From an optimization exercise on the open Yosys and OpenROAD flow, aimed at small area, a short achievable clock period and few clock cycles; shortcuts taken in it are not production practice.
No functional check of the RTL was part of this run.
Power figures rest on the tool's default switching activity, not on a simulated workload.

## design/flow/run.sh

```bash
#!/bin/bash
# synth_recipe.tcl (not shown) runs the flow's synth.tcl, then flattens the netlist and writes it again
# the make line also repeats each setting of config.mk as NAME=value (left out here)
make -C /OpenROAD-flow-scripts/flow DESIGN_CONFIG=/design/flow/config.mk WORK_HOME=/design/flow/orfs CLKGATE_MAP_FILE= SYNTH_SCRIPT=/design/flow/synth_recipe.tcl finish
```

## design/flow/config.mk

```make
export PLATFORM = sky130hd
export DESIGN_NAME = user_proj_sdram
export DESIGN_NICKNAME = user_proj_sdram
export VERILOG_FILES = /design/flow/design.v
export SDC_FILE = /design/flow/constraint.sdc
export NUM_CORES = 4
export LEC_CHECK = 0
export CAP_MARGIN = 20
export CORE_MARGIN = 2
export CORE_UTILIZATION = 40
export SLEW_MARGIN = 20
```

## design/flow/constraint.sdc

```tcl
create_clock -name core_clock -period 4.5 [get_ports {wb_clk_i}]
set_input_delay 0.9000 -clock core_clock [delete_from_list [all_inputs] [get_ports {wb_clk_i}]]
set_output_delay 0.9000 -clock core_clock [all_outputs]
set_load 0.01 [all_outputs]
```

## design/flow/design.v

```verilog
`default_nettype none
module sdram_controller (
    input  wire        clk,
    input  wire        rst,
    input  wire        req,
    input  wire        we,
    input  wire [3:0]  sel,
    input  wire [22:0] adr,
    input  wire [31:0] dat_i,
    output wire        ack,
    output wire [31:0] dat_o,
    output wire        sdram_cke,
    output wire        sdram_cs_n,
    output wire        sdram_ras_n,
    output wire        sdram_cas_n,
    output wire        sdram_we_n,
    output wire [3:0]  sdram_dqm,
    output wire [1:0]  sdram_ba,
    output wire [12:0] sdram_a,
    input  wire [31:0] sdram_dqi,
    output wire [31:0] sdram_dqo
);
    localparam [3:0] CMD_NOP       = 4'b0111;
    localparam [3:0] CMD_ACTIVE    = 4'b0011;
    localparam [3:0] CMD_READ      = 4'b0101;
    localparam [3:0] CMD_WRITE     = 4'b0100;
    localparam [3:0] CMD_PRECHARGE = 4'b0010;
    localparam [3:0] CMD_REFRESH   = 4'b0001;
    localparam [9:0] REF_AT = 10'd760;
    reg  [3:0]  open_q;
    reg  [12:0] row_q [0:3];
    reg  [2:0]  tact_q [0:3];    
    reg  [1:0]  tpre_q [0:3];    
    reg  [1:0]  twr_q  [0:3];    
    reg  [1:0]  tany_q;          
    reg  [2:0]  tref_q;          
    reg  [9:0]  rcnt_q;
    reg         rreq_q;
    reg         wb_v_q;
    reg  [22:0] wb_adr_q;
    reg  [31:0] wb_dat_q;
    reg  [3:0]  wb_sel_q;
    reg         av_q, bv_q;
    reg  [22:0] atag_q, btag_q;
    reg         eon_q, pdem_q;
    reg  [22:0] p0_q, p1_q, d0_q, d1_q;
    reg  [22:0] h1_q, h2_q, h3_q;
    reg  [1:0]  hcnt_q;
    integer i;
    wire rd = req & ~we;
    wire wr = req & we;
    wire hit_b = bv_q & (adr == btag_q);
    wire hit_a = av_q & (adr == atag_q);
    wire [1:0]  wbb = wb_adr_q[13:12];
    wire [12:0] wbr = {wb_adr_q[1:0], wb_adr_q[22:14]};
    wire [1:0]  p0b = p0_q[13:12];
    wire [12:0] p0r = {p0_q[1:0], p0_q[22:14]};
    wire wb_rowok = open_q[wbb] & (row_q[wbb] == wbr);
    wire p0_rowok = open_q[p0b] & (row_q[p0b] == p0r);
    reg        all_pre_ok, all_ref_ok;
    always @* begin
        all_pre_ok = 1'b1;
        all_ref_ok = (tref_q == 3'd7);
        for (i = 0; i < 4; i = i + 1) begin
            if (open_q[i] && (tact_q[i] < 3'd5 || twr_q[i] < 2'd2))
                all_pre_ok = 1'b0;
            if (open_q[i] || tpre_q[i] < 2'd2)
                all_ref_ok = 1'b0;
        end
    end
    reg  [3:0]  cmd;
    reg  [1:0]  cba;
    reg  [12:0] ca;
    reg         issue_rd, wb_go;
    reg         do_act, do_pre, do_pre_all, do_ref;
    reg         need_row;
    reg  [1:0]  nb;
    reg  [12:0] nr;
    always @* begin
        cmd = CMD_NOP;
        cba = 2'd0;
        ca = 13'd0;
        issue_rd = 1'b0;
        wb_go = 1'b0;
        do_act = 1'b0;
        do_pre = 1'b0;
        do_pre_all = 1'b0;
        do_ref = 1'b0;
        need_row = 1'b0;
        nb = wbb;
        nr = wbr;
        if (rreq_q) begin
            if (|open_q) begin
                if (all_pre_ok) begin
                    cmd = CMD_PRECHARGE;
                    ca[10] = 1'b1;
                    do_pre_all = 1'b1;
                end
            end else if (all_ref_ok) begin
                cmd = CMD_REFRESH;
                do_ref = 1'b1;
            end
        end else if (wb_v_q) begin
            if (wb_rowok) begin
                if (tact_q[wbb] >= 3'd2) begin
                    cmd = CMD_WRITE;
                    cba = wbb;
                    ca = {3'b000, wb_adr_q[11:2]};
                    wb_go = 1'b1;
                end
            end else
                need_row = 1'b1;
        end else if (eon_q) begin
            nb = p0b;
            nr = p0r;
            if (p0_rowok) begin
                if (tact_q[p0b] >= 3'd2) begin
                    cmd = CMD_READ;
                    cba = p0b;
                    ca = {3'b000, p0_q[11:2]};
                    issue_rd = 1'b1;
                end
            end else if (pdem_q)
                need_row = 1'b1;
        end
        if (need_row) begin
            cba = nb;
            if (open_q[nb]) begin
                if (tact_q[nb] >= 3'd5 && twr_q[nb] >= 2'd2) begin
                    cmd = CMD_PRECHARGE;
                    do_pre = 1'b1;
                end
            end else if (tpre_q[nb] >= 2'd2 && tact_q[nb] == 3'd7 &&
                         tany_q >= 2'd2 && tref_q == 3'd7) begin
                cmd = CMD_ACTIVE;
                ca = nr;
                do_act = 1'b1;
            end
        end
    end
    wire wb_free = ~wb_v_q | wb_go;
    wire wr_acc = wr & wb_free;
    wire rd_ack = rd & hit_b;
    wire miss = rd & ~hit_b & ~hit_a & ~(issue_rd & (adr == p0_q));
    assign ack = rd_ack | wr_acc;
    assign dat_o = sdram_dqi;
    assign sdram_cke = 1'b1;
    assign {sdram_cs_n, sdram_ras_n, sdram_cas_n, sdram_we_n} = cmd;
    assign sdram_ba = cba;
    assign sdram_a = ca;
    assign sdram_dqo = wb_dat_q;
    assign sdram_dqm = ~wb_sel_q;
    wire        dual = (hcnt_q == 2'd3) && (adr != h1_q + 23'd4) && (h1_q == h3_q + 23'd4);
    wire [22:0] t_p1 = dual ? h1_q + 23'd4 : adr + 23'd4;
    wire [22:0] t_d0 = dual ? adr - h2_q : 23'd8;
    wire [22:0] t_d1 = dual ? 23'd4 : 23'd8;
    always @(posedge clk) begin
        if (rst) begin
            open_q <= 4'd0;
            for (i = 0; i < 4; i = i + 1) begin
                tact_q[i] <= 3'd7;
                tpre_q[i] <= 2'd2;
                twr_q[i] <= 2'd2;
            end
            tany_q <= 2'd2;
            tref_q <= 3'd7;
            rcnt_q <= 10'd0;
            rreq_q <= 1'b0;
            wb_v_q <= 1'b0;
            av_q <= 1'b0;
            bv_q <= 1'b0;
            eon_q <= 1'b0;
            pdem_q <= 1'b0;
            hcnt_q <= 2'd0;
        end else begin
            for (i = 0; i < 4; i = i + 1) begin
                if (tact_q[i] != 3'd7) tact_q[i] <= tact_q[i] + 3'd1;
                if (tpre_q[i] != 2'd2) tpre_q[i] <= tpre_q[i] + 2'd1;
                if (twr_q[i] != 2'd2) twr_q[i] <= twr_q[i] + 2'd1;
            end
            if (tany_q != 2'd2) tany_q <= tany_q + 2'd1;
            if (tref_q != 3'd7) tref_q <= tref_q + 3'd1;
            if (do_act) begin
                open_q[nb] <= 1'b1;
                tact_q[nb] <= 3'd1;
                tany_q <= 2'd1;
            end
            if (do_pre) begin
                open_q[nb] <= 1'b0;
                tpre_q[nb] <= 2'd1;
            end
            if (do_pre_all) begin
                open_q <= 4'd0;
                for (i = 0; i < 4; i = i + 1)
                    tpre_q[i] <= 2'd1;
            end
            if (wb_go)
                twr_q[wbb] <= 2'd1;
            if (do_ref) begin
                tref_q <= 3'd1;
                rcnt_q <= 10'd0;
                rreq_q <= 1'b0;
            end else begin
                rcnt_q <= rcnt_q + 10'd1;
                if (rcnt_q == REF_AT)
                    rreq_q <= 1'b1;
            end
            if (wr_acc)
                wb_v_q <= 1'b1;
            else if (wb_go)
                wb_v_q <= 1'b0;
            av_q <= issue_rd & ~wr_acc;
            bv_q <= av_q & ~wr_acc;
            if (wr_acc) begin
                eon_q <= 1'b0;
                hcnt_q <= 2'd0;
            end else if (miss) begin
                eon_q <= 1'b1;
                pdem_q <= 1'b1;
            end else if (issue_rd) begin
                pdem_q <= 1'b0;
            end
            if (rd_ack && hcnt_q != 2'd3)
                hcnt_q <= hcnt_q + 2'd1;
        end
        if (do_act)
            row_q[nb] <= nr;
        if (wr_acc) begin
            wb_adr_q <= adr;
            wb_dat_q <= dat_i;
            wb_sel_q <= sel;
        end
        atag_q <= p0_q;
        btag_q <= atag_q;
        if (miss) begin
            p0_q <= adr;
            p1_q <= t_p1;
            d0_q <= t_d0;
            d1_q <= t_d1;
        end else if (issue_rd) begin
            p0_q <= p1_q;
            p1_q <= p0_q + d0_q;
            d0_q <= d1_q;
            d1_q <= d0_q;
        end
        if (rd_ack) begin
            h1_q <= adr;
            h2_q <= h1_q;
            h3_q <= h2_q;
        end
    end
endmodule
`default_nettype wire
`default_nettype none
module user_proj_sdram (
    input  wire        wb_clk_i,
    input  wire        wb_rst_i,
    input  wire        wbs_stb_i,
    input  wire        wbs_cyc_i,
    input  wire        wbs_we_i,
    input  wire [3:0]  wbs_sel_i,
    input  wire [31:0] wbs_dat_i,
    input  wire [31:0] wbs_adr_i,
    output wire        wbs_ack_o,
    output wire [31:0] wbs_dat_o,
    output wire        sdram_cke,
    output wire        sdram_cs_n,
    output wire        sdram_ras_n,
    output wire        sdram_cas_n,
    output wire        sdram_we_n,
    output wire [3:0]  sdram_dqm,
    output wire [1:0]  sdram_ba,
    output wire [12:0] sdram_a,
    input  wire [31:0] sdram_dqi,
    output wire [31:0] sdram_dqo
);
    sdram_controller u_ctrl (
        .clk      (wb_clk_i),
        .rst      (wb_rst_i),
        .req      (wbs_stb_i & wbs_cyc_i),
        .we       (wbs_we_i),
        .sel      (wbs_sel_i),
        .adr      (wbs_adr_i[22:0]),
        .dat_i    (wbs_dat_i),
        .ack      (wbs_ack_o),
        .dat_o    (wbs_dat_o),
        .sdram_cke(sdram_cke),
        .sdram_cs_n(sdram_cs_n),
        .sdram_ras_n(sdram_ras_n),
        .sdram_cas_n(sdram_cas_n),
        .sdram_we_n(sdram_we_n),
        .sdram_dqm(sdram_dqm),
        .sdram_ba (sdram_ba),
        .sdram_a  (sdram_a),
        .sdram_dqi(sdram_dqi),
        .sdram_dqo(sdram_dqo)
    );
endmodule
`default_nettype wire
```

==> results_dict.tcl <==
set metrics [dict create \
    via_per_inst 5.39 \
    hold_viol_final 0 \
    yosys.cell_types.count 75 \
    syn_area_sq_um 19700 \
    stdcell_area_sq_um 23500 \
    timing.final.crit_share_pct 99.6 \
    grt_usage_pct 20.6 \
    crit_arrival_ps 3580 \
    chipHeight_microns 226 \
    synth_edf_count 264 \
    ys_warn_count 1 \
    initial_core_util_pct 40.3 \
    endpoint_kind "output port" \
    async_reset_ff_share_pct 0 \
    largest-register "u_ctrl.row_q" \
    cts_tree "done" \
    nNetsFinal 2020 \
    worstSkewPairLatency_ps 570 \
    die_w_microns 226 \
    dp_hpwl_microns 39200 \
    clock_path_buffers 3 \
    diodes 0 \
    setup_viol 0 \
    largestRegisters "u_ctrl.row_q x44, u_ctrl.wb_dat_q x32" \
    drc_errors 0 \
    layoutNonFillerInstCount 2540 \
    io_buffers 116 \
    antenna_found_initial 0 \
    cts_buffers 41 \
    postRouteAntennaNets 0 \
    worstPathRequired_ps 3600 \
    dieArea_sq_um 50900 \
    ir_worst_vdd_mv 0.201 \
    power_density_nw_per_um2 366 \
    placed_cells 2454 \
    hold_path.class "reg2reg" \
    htreeDepth 2 \
    drv_cap 0 \
    path_max_fanout 6 \
    cpPeakStageDelay_ps 600 \
    grt_max_degree 69 \
    utilization_pct 48.3 \
    finClkSkew_ps 17.5 \
    status "complete, no violations" \
    clkTransAtPathRegs_ps 60 \
    initialDrtViolationCount 1041 \
    core_area_sq_um 48700 \
    syn_to_final_growth_pct 19.7 \
    multi_input_area_sq_um 8890 \
    synth-seq-cells 369 \
    largest_register_ff_count 44 \
    final_max_slew_viol_count 0 \
    std_cell_rows 81 \
    grt-ovfl-total 0 \
    worst_slew_pin_slew_ps 897 \
    clock-sinks 369 \
    fmaxAchievable_mhz 223 \
    min_period_ps 4480 \
    synth_flop_cell "edfxtp_1" \
    totalWireLength_microns 53100 \
    holdBufCountCts 0 \
    post_dp_cell_area_sq_um 22000 \
    path_cells "buf_12 -> mux4_2 -> xnor2_2 -> nand4_1 -> a2111oi_4 -> o22ai_4 -> nand3b_1 -> or4_4 -> buf_6 -> buf_4 -> nor3b_2 -> buf_2" \
    num_io_pins 194 \
    grt_pass1_vias 13700 \
    path_class "reg2out" \
    gp_congestion 0.960 \
    vias 13700 \
    relSlewSlack_pct 39.7 \
    grt_setup_unrepaired "true" \
    leakagePower_nw 8.81 \
    crit_slowest_cell "or4_4" \
    firstDrtPassIters 5 \
    critPathLaunchType "flip-flop" \
    clock-root-buffer "clkbuf_16" \
    wl_per_cell_microns 20.9 \
    grt_pass1_wl_microns 79500 \
    drive_gt1_share_pct 16.6 \
    fillerInstances 4344 \
    ys_seq_area_share_pct 51.0 \
    regArea_sq_um 10000 \
    syn_area_per_cell_sq_um 11.7 \
    syn_inst 1684 \
]
repair_timing:
| action | 4_1_cts | 5_1_grt |
|---|---|---|
| gates resized for setup | 87 | 13 |
| endpoints found under the setup margin | 17 | 15 |
| gates cloned | 1 | 1 |
| pin swaps | 6 | 7 |
| buffers inserted | 8 | 2 |
where the power goes:
| group | switching [mW] | leakage (nW) | total (mW) | internal [mW] |
|---|---|---|---|---|
| Combinational | 0.680 | 4.90 | 1.36 | 0.678 |
| Clock | 1.38 | 0.636 | 3.26 | 1.88 |
| Sequential | 0.161 | 3.28 | 3.99 | 3.83 |
per-stage QoR:
step | setup TNS [ps] | worst slack (ps) | total power [mW] | hold WS, ps
floorplan | 0 | 44.8 | 4.98 | 331
global placement | -51.1 | -21.8 | 5.31 | 341
detailed placement | -215 | -51.5 | 5.39 | 345
CTS | -66.1 | -44.8 | 8.68 | 360
global route | -81.5 | -48.2 | 9.00 | 361
finish | 0 | 16.4 | 8.61 | 362
layout by cell type, fill, tap and decap left out, types with 12 or more instances in the layout:
| cell | n |
|---|---|
| edfxtp_1 | 264 |
| xnor2_1 | 129 |
| dfxtp_1 | 103 |
| buf_4 | 101 |
| nand2_1 | 100 |
| clkdlybuf4s50_1 | 99 |
| xor2_1 | 95 |
| inv_1 | 71 |
| ha_1 | 69 |
| nor2_1 | 64 |
| mux2i_1 | 53 |
| o21ai_0 | 52 |
| a21oi_1 | 51 |
| nand3_1 | 46 |
| clkbuf_16 | 43 |
| nand4_1 | 36 |
| mux2_2 | 35 |
| mux4_2 | 30 |
| o31ai_1 | 26 |
| and2_1 | 25 |
| nor3_1 | 24 |
| and3_1 | 19 |
| a21o_1 | 18 |
| nor4_1 | 17 |
| nand2b_1 | 17 |
| a31oi_1 | 15 |
| buf_12 | 15 |
| or3_1 | 13 |
| nor2b_1 | 13 |
| o21bai_1 | 12 |
kinds of logic (layout without fill, tap and decap cells):
family | count (synthesis) | count (layout) | synth area share (%)
and+or+nand+nor | 417 | 417 | 11.4
other | 2 | 4 | 0.0382
adders and majority gates | 71 | 71 | 4.59
buffers and inverters | 193 | 383 | 4.84
DFF | 369 | 369 | 51.0
muxes | 121 | 121 | 8.30
AOI/OAI and AO/OA | 280 | 280 | 9.53
xor gates and xnor gates | 231 | 231 | 10.3
cells in the mapped netlist (15+ instances only):
cell	n	area share, %
buf_2	23	0.59
edfxtp_1	264	40
nor3_1	25	0.64
mux4_2	30	3.4
xnor2_1	136	6.1
dfxtp_1	105	11
xor2_1	95	4.2
and2_1	25	0.80
a21o_1	18	0.69
clkbuf_1	47	0.90
nor4_1	17	0.54
inv_1	73	1.4
and3_1	19	0.60
nand4_1	36	1.1
o21ai_0	55	1.4
mux2_2	35	2.0
a31oi_1	15	0.48
mux2i_1	54	2.7
buf_4	41	1.6
nand2_1	100	1.9
nor2_1	64	1.2
a21oi_1	51	1.3
o31ai_1	26	0.99
ha_1	69	4.4
nand2b_1	17	0.54
nand3_1	46	1.2
cell type report:
| class | count | area share (%) |
|---|---|---|
| multi-input cells | 1124 | 37.8 |
| well taps | 664 | 3.53 |
| inverters | 73 | 1.17 |
| flip-flops and latches | 369 | 42.6 |
| clock buffers | 54 | 4.78 |
| repair buffers | 235 | 9.44 |
| clock inverters | 21 | 0.675 |
routing by layer:
| metal | GRT usage [%] | share of wire (%) |
|---|---|---|
| met5 | 0 | 0 |
| met1 | 28.6 | 45 |
| met3 | 2.89 | 5.1 |
| met4 | 7.28 | 3.0 |
| met2 | 33.1 | 46 |
worst paths after layout:
kind                     startpoint           endpoint  slack, ps  depth (start not counted)
setup / recovery          flip-flop        sdram_ras_n         20                         12
hold / removal    u_ctrl.atag_q[21]  u_ctrl.btag_q[21]        360                          0
setup reg to reg     u_ctrl.h1_q[2]    u_ctrl.p1_q[14]        390                         11
hold reg to reg   u_ctrl.atag_q[21]  u_ctrl.btag_q[21]        360                          0
worst max-delay path, delay by kind of cell (launching register included):
| kind | cells | cell delay, ps |
|---|---|---|
| xor+xnor | 1 | 180 |
| flops | 1 | 390 |
| mux | 1 | 550 |
| buf+inv | 4 | 610 |
| simple gates | 4 | 1060 |
| compound gates | 2 | 240 |

-- static timing again, ports no longer ideal --
Ports are ideal in the flow. The routed layout listed here was re-timed in OpenROAD.
Step 1: set_driving_cell puts a clkbuf_16 on wb_clk_i and a buf_2 on each other input, an assumption about the parent block.
Step 2 adds t to the input delays and takes it off the output delays; t is the mean of the earliest and latest rising clock arrival at the registers after step 1. Input paths then give back, and output paths get back, about the clock's delay inside the block.
Slacks: ideal / step 1 / step 2; pairs: ideal / step 1.
t, ns: 0.609
setup WS [ns]: 0.016 / -0.036 / -0.139
worst register clock-pin slew, ns: 0.07 / 0.07
cell pins on the clock port's net: 1
Met with ideal ports but missed after step 2: setup timing in this run. For this run, drivers alone change the setup slack by -0.052 ns; drivers and shift together by -0.155 ns.
